Source: an optimization exercise on an open RTL-to-GDS flow (aim: small area, a short achievable clock period and few clock cycles). Production flows keep margins and buffers that such runs may drop.
Power figures rest on the tool's default switching activity, not on a simulated workload.

Design peak_finder_fp, start of the top module:
module peak_finder_fp (
    input clk,
    input rst_n,
    output reg [12:0] bram_addr,
    input wire [31:0] bram_data,
    output reg [0:0]  web,
    output wire [6:0] addrb,
    output wire [44:0] dinb,
    input wire [31:0] threshold,
    input wire        start,
    output reg        done
);
clock: 5.0 ns
lec_check: 0
cap_margin: 0
core_margin: 2
core_utilization: 40
cts_buf_list: sky130_fd_sc_hd__clkbuf_8
setup_slack_margin: 2.9
slew_margin: 0
standard.sh (not shown) runs the stock make flow with config.mk's settings and CLKGATE_MAP_FILE= SYNTH_SCRIPT=/design/flow/synth_recipe.tcl, a recipe that flattens the netlist after the stock synthesis.
==> flow/flow/run.sh <==
#!/bin/bash
# The standard layout (the standard.sh, standard synthesis unchanged), with
# the port buffers that placement inserts made of sky130_fd_sc_hd__buf_1
# instead of the resizer's default pick. Every port still gets its buffer.
set -euo pipefail
bash standard.sh "BUFFER_PORTS_ARGS=-buffer_cell sky130_fd_sc_hd__buf_1" finish > standard.log 2>&1
The first run finished with timing, DRC and antenna clean.
Next try:
--- a/flow/design.v
+++ b/flow/design.v
@@ -75,29 +75,29 @@
     fp_gt_s2 c2t (.p(pt), .ca(cw), .cb(ct), .a_gt_b(f_wt), .b_gt_a(f_tw));
     wire confirm = (tC == T_TS) || ((tD == T_TP) && f_wr);
     wire term    = confirm && (cnt == 6'd34);
     wire bl_issue = (st == S_BASE) && (bc == 3'd1);
     wire op_ok    = (dt == D_TS) ? !cd[0] :
                     (dt == D_NB || dt == D_LNB) ? !cd[1] : 1'b1;
     wire rr_go    = (st == S_RR) && op_ok;
     wire xfer     = (tD == T_BF);
-    wire pg0      = (E == 13'd893);
+    wire pg0      = (E == 13'd892);
     wire pg0_n    = bl_issue ? (bram_addr == 13'd956) : pg0;
-    wire phantom  = (E == 13'd8154);
+    wire phantom  = (E == 13'd8153);
     wire [3:0] PS_clr = {1'b0, PS[2] & PS[3], PS[1] & (|PS[3:2]), PS[0] & (|PS[3:1])};
     function [8:0] desc(input f, input [3:0] s, input l, input g0);
         casez ({f, s, l})
-            6'b1?????: desc = {D_NB, g0 ? 7'd5 : 7'd6};
-            6'b01????: desc = {D_TS, 7'd7};
-            6'b001???: desc = {D_TS, 7'd8};
-            6'b0001??: desc = {D_TS, 7'd9};
-            6'b00001?: desc = {D_TS, 7'd10};
-            6'b000001: desc = {D_LNB, 7'd12};
-            default:   desc = {D_BF, 7'd113};
+            6'b1?????: desc = {D_NB, g0 ? 7'd6 : 7'd7};
+            6'b01????: desc = {D_TS, 7'd8};
+            6'b001???: desc = {D_TS, 7'd9};
+            6'b0001??: desc = {D_TS, 7'd10};
+            6'b00001?: desc = {D_TS, 7'd11};
+            6'b000001: desc = {D_LNB, 7'd13};
+            default:   desc = {D_BF, 7'd114};
         endcase
     endfunction
     wire       d_f = xfer && SF;
     wire [3:0] d_s = xfer ? S : (rr_go && dt == D_TS) ? PS_clr : PS;
     wire       d_l = xfer ? lastc : PL;
     wire [8:0] d   = desc(d_f, d_s, d_l, pg0_n);
     reg        PF_n, PL_n;
     reg [3:0]  PS_n;
@@ -109,26 +109,26 @@
         if (xfer) begin
             PF_n = SF; PS_n = S; PL_n = lastc;
             {dt_n, off_n} = d;
         end else if (rr_go) begin
             case (dt)
                 D_NB: begin
                     PF_n = 1'b0;
                     dt_n = d[8:7];
-                    off_n = pg0 ? 7'd6 : 7'd7;
+                    off_n = pg0 ? 7'd7 : 7'd8;
                 end
                 D_TS: begin
                     PS_n = PS_clr;
                     {dt_n, off_n} = d;
                 end
                 D_LNB: begin
                     PL_n = 1'b0;
                     dt_n = D_BF;
-                    off_n = 7'd11;
+                    off_n = 7'd12;
                 end
                 default: ;
             endcase
         end else if (st == S_REP) begin
             {dt_n, off_n} = d;
         end
     end
     wire [12:0] rel_addr = E + {6'd0, off};
@@ -171,17 +171,17 @@
         case (st)
             S_IDLE: begin  
                 bc <= 3'd5;
                 SF <= 1'b0; S <= 4'd0; lastc <= 1'b0;
                 cnt <= 6'd0;
             end
             S_BASE: begin
                 bc <= bc - 3'd1;
-                if (bc == 3'd1) E <= {inc_addr[12:6] - 7'd1, inc_addr[5:0]};
+                if (bc == 3'd1) E <= {bram_addr[12:6] - 7'd1, bram_addr[5:0]};
             end
             S_RR: begin
                 if (op_ok) begin
                     case (dt)
                         D_TS: cd <= 3'b011;
                         D_BF: begin
                             if (!phantom) bc <= 3'd4;
                         end
Worst setup slack improves by 0.18 ns.
Global-route usage went down by 0.55 points.
Maximum frequency climbs by 8.3%.
Clock skew rose by 0.0053 ns.
Combinational power is lower by 8.9%.
Clock-buffer cell count does not change.
Routed wire length goes down by 5.4%.
Total power fell by 8.2%.
No run of this note included a check of the RTL's function; only the layout flow was run.

========
The RTL this note starts from:
==> flow/design.v <==
module mag_cmp2 (
    input  wire [30:0] a,
    input  wire [30:0] b,
    output wire [3:0]  p       
);
    assign p = {a[30:15] > b[30:15], a[30:15] < b[30:15],
                a[14:0]  > b[14:0],  a[14:0]  < b[14:0]};
endmodule
module fp_class (
    input  wire [31:0] x,
    output wire [2:0]  c
);
    assign c = {x[31], (x[30:23] == 8'hff) && (x[22:0] != 0), x[30:23] == 8'h00};
endmodule
module fp_gt_s2 (
    input  wire [3:0] p,
    input  wire [2:0] ca,
    input  wire [2:0] cb,
    output wire       a_gt_b,
    output wire       b_gt_a
);
    wire gh = p[3], lh = p[2], gl = p[1], ll = p[0];
    wire mg = gh || (!lh && gl);
    wire ml = lh || (!gh && ll);
    wire sa = ca[2], sb = cb[2];
    wire ok = !ca[1] && !cb[1] && !(ca[0] && cb[0]);
    assign a_gt_b = ok && ((!sa && sb) || (!sa && !sb && mg) || (sa && sb && ml));
    assign b_gt_a = ok && ((sa && !sb) || (!sa && !sb && ml) || (sa && sb && mg));
endmodule
module peak_finder_fp (
    input clk,
    input rst_n,
    output reg [12:0] bram_addr,
    input wire [31:0] bram_data,
    output reg [0:0]  web,
    output wire [6:0] addrb,
    output wire [44:0] dinb,
    input wire [31:0] threshold,
    input wire        start,
    output reg        done
);
    localparam T_NONE = 3'd0, T_BF = 3'd1, T_B1 = 3'd2, T_BM = 3'd3, T_BL = 3'd4,
               T_TS = 3'd5, T_TP = 3'd6, T_FIN = 3'd7;
    localparam S_IDLE = 3'd0, S_BASE = 3'd1, S_RR = 3'd2, S_RRT = 3'd3,
               S_REP = 3'd4, S_FINW = 3'd5;
    localparam D_NB = 2'd0, D_TS = 2'd1, D_LNB = 2'd2, D_BF = 2'd3;
    reg [2:0] st;
    reg [2:0] tA, tB, tC, tD;
    reg [2:0] cd;           
    reg [1:0] dt;           
    reg [6:0] off;          
    reg [12:0] E;           
    reg [31:0] r1;          
    reg [3:0]  pw, pt;      
    reg [2:0]  cw, cp, ct;  
    reg [12:0] widx;
    reg [5:0]  cnt;         
    reg        cand;
    reg        SF;          
    reg [4:0]  S;           
    reg        lastc;       
    reg        PF, PL;      
    reg [4:0]  PS;
    assign addrb = {1'b0, cnt};
    assign dinb  = {widx, r1};
    wire [3:0] pw_n, pt_n;
    mag_cmp2 m1w (.a(bram_data[30:0]), .b(r1[30:0]),        .p(pw_n));
    mag_cmp2 m1t (.a(bram_data[30:0]), .b(threshold[30:0]), .p(pt_n));
    wire [2:0] cw_n, ct_n;
    fp_class kw (.x(bram_data), .c(cw_n));
    fp_class kt (.x(threshold), .c(ct_n));
    wire f_wr, f_rw, f_wt, f_tw;
    fp_gt_s2 c2w (.p(pw), .ca(cw), .cb(cp), .a_gt_b(f_wr), .b_gt_a(f_rw));
    fp_gt_s2 c2t (.p(pt), .ca(cw), .cb(ct), .a_gt_b(f_wt), .b_gt_a(f_tw));
    wire confirm = (tC == T_TS) || ((tD == T_TP) && f_wr);
    wire term    = confirm && (cnt == 6'd34);
    reg  at_bl;             
    wire bl_issue = at_bl;
    wire op_ok    = (dt == D_TS) ? !cd[0] :
                    (dt == D_NB || dt == D_LNB) ? !cd[1] : 1'b1;
    wire rr_go    = (st == S_RR) && op_ok;
    wire xfer     = (tD == T_BF);
    wire pg0      = (E == 13'd957);
    wire pg0_n    = bl_issue ? (E == 13'd904) : pg0;
    wire phantom  = (E == 13'd26);
    wire [4:0] PS_clr = {1'b0, PS[3] & PS[4], PS[2] & (|PS[4:3]),
                         PS[1] & (|PS[4:2]), PS[0] & (|PS[4:1])};
    function [8:0] desc(input f, input [4:0] s, input l, input g0);
        casez ({f, s, l})
            7'b1??????: desc = {D_NB, g0 ? -7'sd59 : -7'sd58};
            7'b01?????: desc = {D_TS, -7'sd58};
            7'b001????: desc = {D_TS, -7'sd57};
            7'b0001???: desc = {D_TS, -7'sd56};
            7'b00001??: desc = {D_TS, -7'sd55};
            7'b000001?: desc = {D_TS, -7'sd54};
            7'b0000001: desc = {D_LNB, -7'sd52};
            default:    desc = {D_BF, 7'sd49};
        endcase
    endfunction
    reg        PF_n, PL_n;
    reg [4:0]  PS_n;
    reg [1:0]  dt_n;
    reg [6:0]  off_n;
    always @(*) begin
        PF_n = PF; PS_n = PS; PL_n = PL;
        dt_n = dt; off_n = off;
        if (xfer) begin
            PF_n = SF; PS_n = S; PL_n = lastc;
        end
        if (st == S_IDLE) begin
            off_n = 7'd49;
        end else if (st == S_BASE) begin
            if (bl_issue) {dt_n, off_n} = xfer ? desc(SF, S, lastc, pg0_n) : {D_BF, 7'sd49};
            else off_n = off + 7'd1;
        end else if (rr_go) begin
            case (dt)
                D_NB: begin
                    PF_n = 1'b0;
                    dt_n = desc(1'b0, PS, PL, 1'b0) >> 7;
                    off_n = pg0 ? -7'sd58 : -7'sd57;
                end
                D_TS: begin
                    PS_n = PS_clr;
                    {dt_n, off_n} = desc(1'b0, PS_clr, PL, 1'b0);
                end
                D_LNB: begin
                    PL_n = 1'b0;
                    dt_n = D_BF;
                    off_n = -7'sd53;
                end
                default: off_n = off + 7'd1;
            endcase
        end else if (st == S_REP) begin
            {dt_n, off_n} = desc(1'b0, PS, PL, 1'b0);
        end
    end
    wire [12:0] rel_addr = E + {{6{off[6]}}, off};
    always @(posedge clk) begin
        r1 <= bram_data;
        pw <= pw_n;
        pt <= pt_n;
        cw <= cw_n;
        ct <= ct_n;
        cp <= cw;
        PF <= PF_n;
        PS <= PS_n;
        PL <= PL_n;
        dt <= dt_n;
        off <= off_n;
        at_bl <= (st == S_BASE) && (off == 7'd52);
        cd <= {1'b0, cd[2:1]};
        if (tA == T_TS || tB == T_TP) widx <= bram_addr;
        if (web) cnt <= cnt + 6'd1;
        case (tD)
            T_BF: begin
                S <= 5'd0;
                cand <= f_wt;
            end
            T_B1: begin
                SF <= cand & f_rw;
                cand <= f_wt & f_wr;
            end
            T_BM: begin
                S <= {S[3:0], cand & f_rw};
                cand <= f_wt & f_wr;
            end
            T_BL: begin
                S <= {S[3:0], cand & f_rw};
                lastc <= f_wt & f_wr;
            end
            default: ;
        endcase
        bram_addr <= (st == S_IDLE) ? 13'd899 : rel_addr;
        case (st)
            S_IDLE: begin  
                E <= 13'd851;
                SF <= 1'b0; S <= 5'd0; lastc <= 1'b0;
                cnt <= 6'd0;
            end
            S_BASE: if (bl_issue) E <= rel_addr;
            S_RR: begin
                if (op_ok) begin
                    case (dt)
                        D_TS: cd <= 3'b011;
                    endcase
                end
            end
            S_RRT: cd <= 3'b111;
            default: ;
        endcase
        if (!rst_n) begin
            st <= S_IDLE;
            tA <= T_NONE; tB <= T_NONE; tC <= T_NONE; tD <= T_NONE;
            web <= 1'b0;
            done <= 1'b0;
        end else begin
            if (st == S_IDLE) begin
                tB <= T_NONE;
                tC <= T_NONE;
                tD <= T_NONE;
            end else begin
                tB <= tA;
                tC <= tB;
                tD <= tC;
            end
            web <= confirm && (cnt != 6'd34);
            done <= ((st == S_FINW) && (tD == T_FIN)) || term;
            tA <= T_NONE;
            case (st)
                S_IDLE: begin
                    if (start) begin
                        tA <= T_BF;
                        st <= S_BASE;
                    end
                end
                S_BASE: begin
                    tA <= bl_issue ? T_BL : (tA == T_BF) ? T_B1 : T_BM;
                    if (bl_issue) st <= S_RR;
                end
                S_RR: begin
                    if (op_ok) begin
                        case (dt)
                            D_NB:  st <= S_RRT;
                            D_TS: tA <= T_TS;
                            D_LNB: st <= S_RRT;
                            default: begin
                                if (phantom) begin
                                    tA <= T_FIN;
                                    st <= S_FINW;
                                end else begin
                                    tA <= T_BF;
                                    st <= S_BASE;
                                end
                            end
                        endcase
                    end
                end
                S_RRT: begin
                    tA <= T_TP;
                    st <= S_REP;
                end
                S_REP: st <= S_RR;
                S_FINW: begin
                    if (tD == T_FIN) st <= S_IDLE;
                end
                default: st <= S_IDLE;
            endcase
            if (term) begin
                st <= S_IDLE;
                tA <= T_NONE;
            end
        end
    end
endmodule
export LEC_CHECK = 0
export CAP_MARGIN = 20
export CORE_MARGIN = 2
export CORE_UTILIZATION = 40
export CTS_BUF_LIST = sky130_fd_sc_hd__clkbuf_8
export SETUP_SLACK_MARGIN = 2.8
export SLEW_MARGIN = 20
create_clock -name core_clock -period 5.0 [get_ports {clk}]
Scripts as last shown in full above: flow/flow/run.sh
==> next run, changes <==
--- a/flow/design.v
+++ b/flow/design.v
@@ -49,13 +49,13 @@
     reg [2:0] cd;           
     reg [1:0] dt;           
     reg [6:0] off;          
     reg [12:0] E;           
     reg [31:0] r1;          
     reg [3:0]  pw, pt;      
-    reg [2:0]  cw, cp, ct;  
+    reg [2:0]  cp;          
     reg [12:0] widx;
     reg [5:0]  cnt;         
     reg        cand;
     reg        SF;          
     reg [4:0]  S;           
     reg        lastc;       
@@ -63,22 +63,21 @@
     reg [4:0]  PS;
     assign addrb = {1'b0, cnt};
     assign dinb  = {widx, r1};
     wire [3:0] pw_n, pt_n;
     mag_cmp2 m1w (.a(bram_data[30:0]), .b(r1[30:0]),        .p(pw_n));
     mag_cmp2 m1t (.a(bram_data[30:0]), .b(threshold[30:0]), .p(pt_n));
-    wire [2:0] cw_n, ct_n;
-    fp_class kw (.x(bram_data), .c(cw_n));
-    fp_class kt (.x(threshold), .c(ct_n));
+    wire [2:0] cw, ct;
+    fp_class kw (.x(r1), .c(cw));
+    fp_class kt (.x(threshold), .c(ct));
     wire f_wr, f_rw, f_wt, f_tw;
     fp_gt_s2 c2w (.p(pw), .ca(cw), .cb(cp), .a_gt_b(f_wr), .b_gt_a(f_rw));
     fp_gt_s2 c2t (.p(pt), .ca(cw), .cb(ct), .a_gt_b(f_wt), .b_gt_a(f_tw));
     wire confirm = (tC == T_TS) || ((tD == T_TP) && f_wr);
     wire term    = confirm && (cnt == 6'd34);
-    reg  at_bl;             
-    wire bl_issue = at_bl;
+    wire bl_issue = (st == S_BASE) && (off == 7'd53);
     wire op_ok    = (dt == D_TS) ? !cd[0] :
                     (dt == D_NB || dt == D_LNB) ? !cd[1] : 1'b1;
     wire rr_go    = (st == S_RR) && op_ok;
     wire xfer     = (tD == T_BF);
     wire pg0      = (E == 13'd957);
     wire pg0_n    = bl_issue ? (E == 13'd904) : pg0;
@@ -136,21 +135,18 @@
     end
     wire [12:0] rel_addr = E + {{6{off[6]}}, off};
     always @(posedge clk) begin
         r1 <= bram_data;
         pw <= pw_n;
         pt <= pt_n;
-        cw <= cw_n;
-        ct <= ct_n;
         cp <= cw;
         PF <= PF_n;
         PS <= PS_n;
         PL <= PL_n;
         dt <= dt_n;
         off <= off_n;
-        at_bl <= (st == S_BASE) && (off == 7'd52);
         cd <= {1'b0, cd[2:1]};
         if (tA == T_TS || tB == T_TP) widx <= bram_addr;
         if (web) cnt <= cnt + 6'd1;
         case (tD)
             T_BF: begin
                 S <= 5'd0;
@@ -169,16 +165,18 @@
                 lastc <= f_wt & f_wr;
             end
             default: ;
         endcase
         bram_addr <= (st == S_IDLE) ? 13'd899 : rel_addr;
         case (st)
-            S_IDLE: begin  
-                E <= 13'd851;
-                SF <= 1'b0; S <= 5'd0; lastc <= 1'b0;
-                cnt <= 6'd0;
+            S_IDLE: begin
+                if (start) begin
+                    E <= 13'd851;
+                    SF <= 1'b0; S <= 5'd0; lastc <= 1'b0;
+                    cnt <= 6'd0;
+                end
             end
             S_BASE: if (bl_issue) E <= rel_addr;
             S_RR: begin
                 if (op_ok) begin
                     case (dt)
                         D_TS: cd <= 3'b011;
The changed run produced a clean layout.
Routed wire length goes up by 3.0%.
Setup slack improves by 0.16 ns.
Total power went down by 21%.
Die area went up by 0.50%.
Cell count stays flat.
Sequential cell count drops by 6.
Count of clock-buffer cells in the layout does not change.
Maximum frequency increases by 7.0%.
Sequential share of layout area goes down by 1.4 points.
Critical path depth stays the same.
Function was not checked in any run of this note: the RTL went through the layout flow alone.

## what the ideal ports hide
In the flow no input, the clock included, has a driving cell. The finished layouts below were timed again as built, in two steps.
Step 1 (the two cells are an assumption about what drives the block):
set clk [get_ports {clk}]
set_driving_cell -lib_cell sky130_fd_sc_hd__clkbuf_16 $clk
set_driving_cell -lib_cell sky130_fd_sc_hd__buf_2 [delete_from_list [all_inputs] $clk]
Step 2, shift: input delay + t, output delay - t, t = (earliest + latest rising clock arrival at the registers) / 2. This alone moves slack from input paths to output paths.
a / b / c = ideal ports / drivers / drivers and shift; a / b = the first two.
run	t (ns)	setup slack, ns	worst setup path at the end	worst register clock-pin slew, ns	pins driven straight from the clock port
the first run of note 1	0.488	2.706 / 2.706 / 2.461	input to register	0.09 / 0.09	1
the second run of note 1	0.482	2.882 / 2.882 / 2.472	input to register	0.09 / 0.09	1
the first run of note 2	0.487	2.580 / 2.580 / 2.414	input to register	0.09 / 0.09	1
the second run of note 2	0.480	2.739 / 2.739 / 2.461	input to register	0.09 / 0.09	1
After both steps setup and hold are still met in every run listed. For the second run of note 1, which loses most, drivers alone change the setup slack by 0.000 ns; drivers and shift together by -0.410 ns.
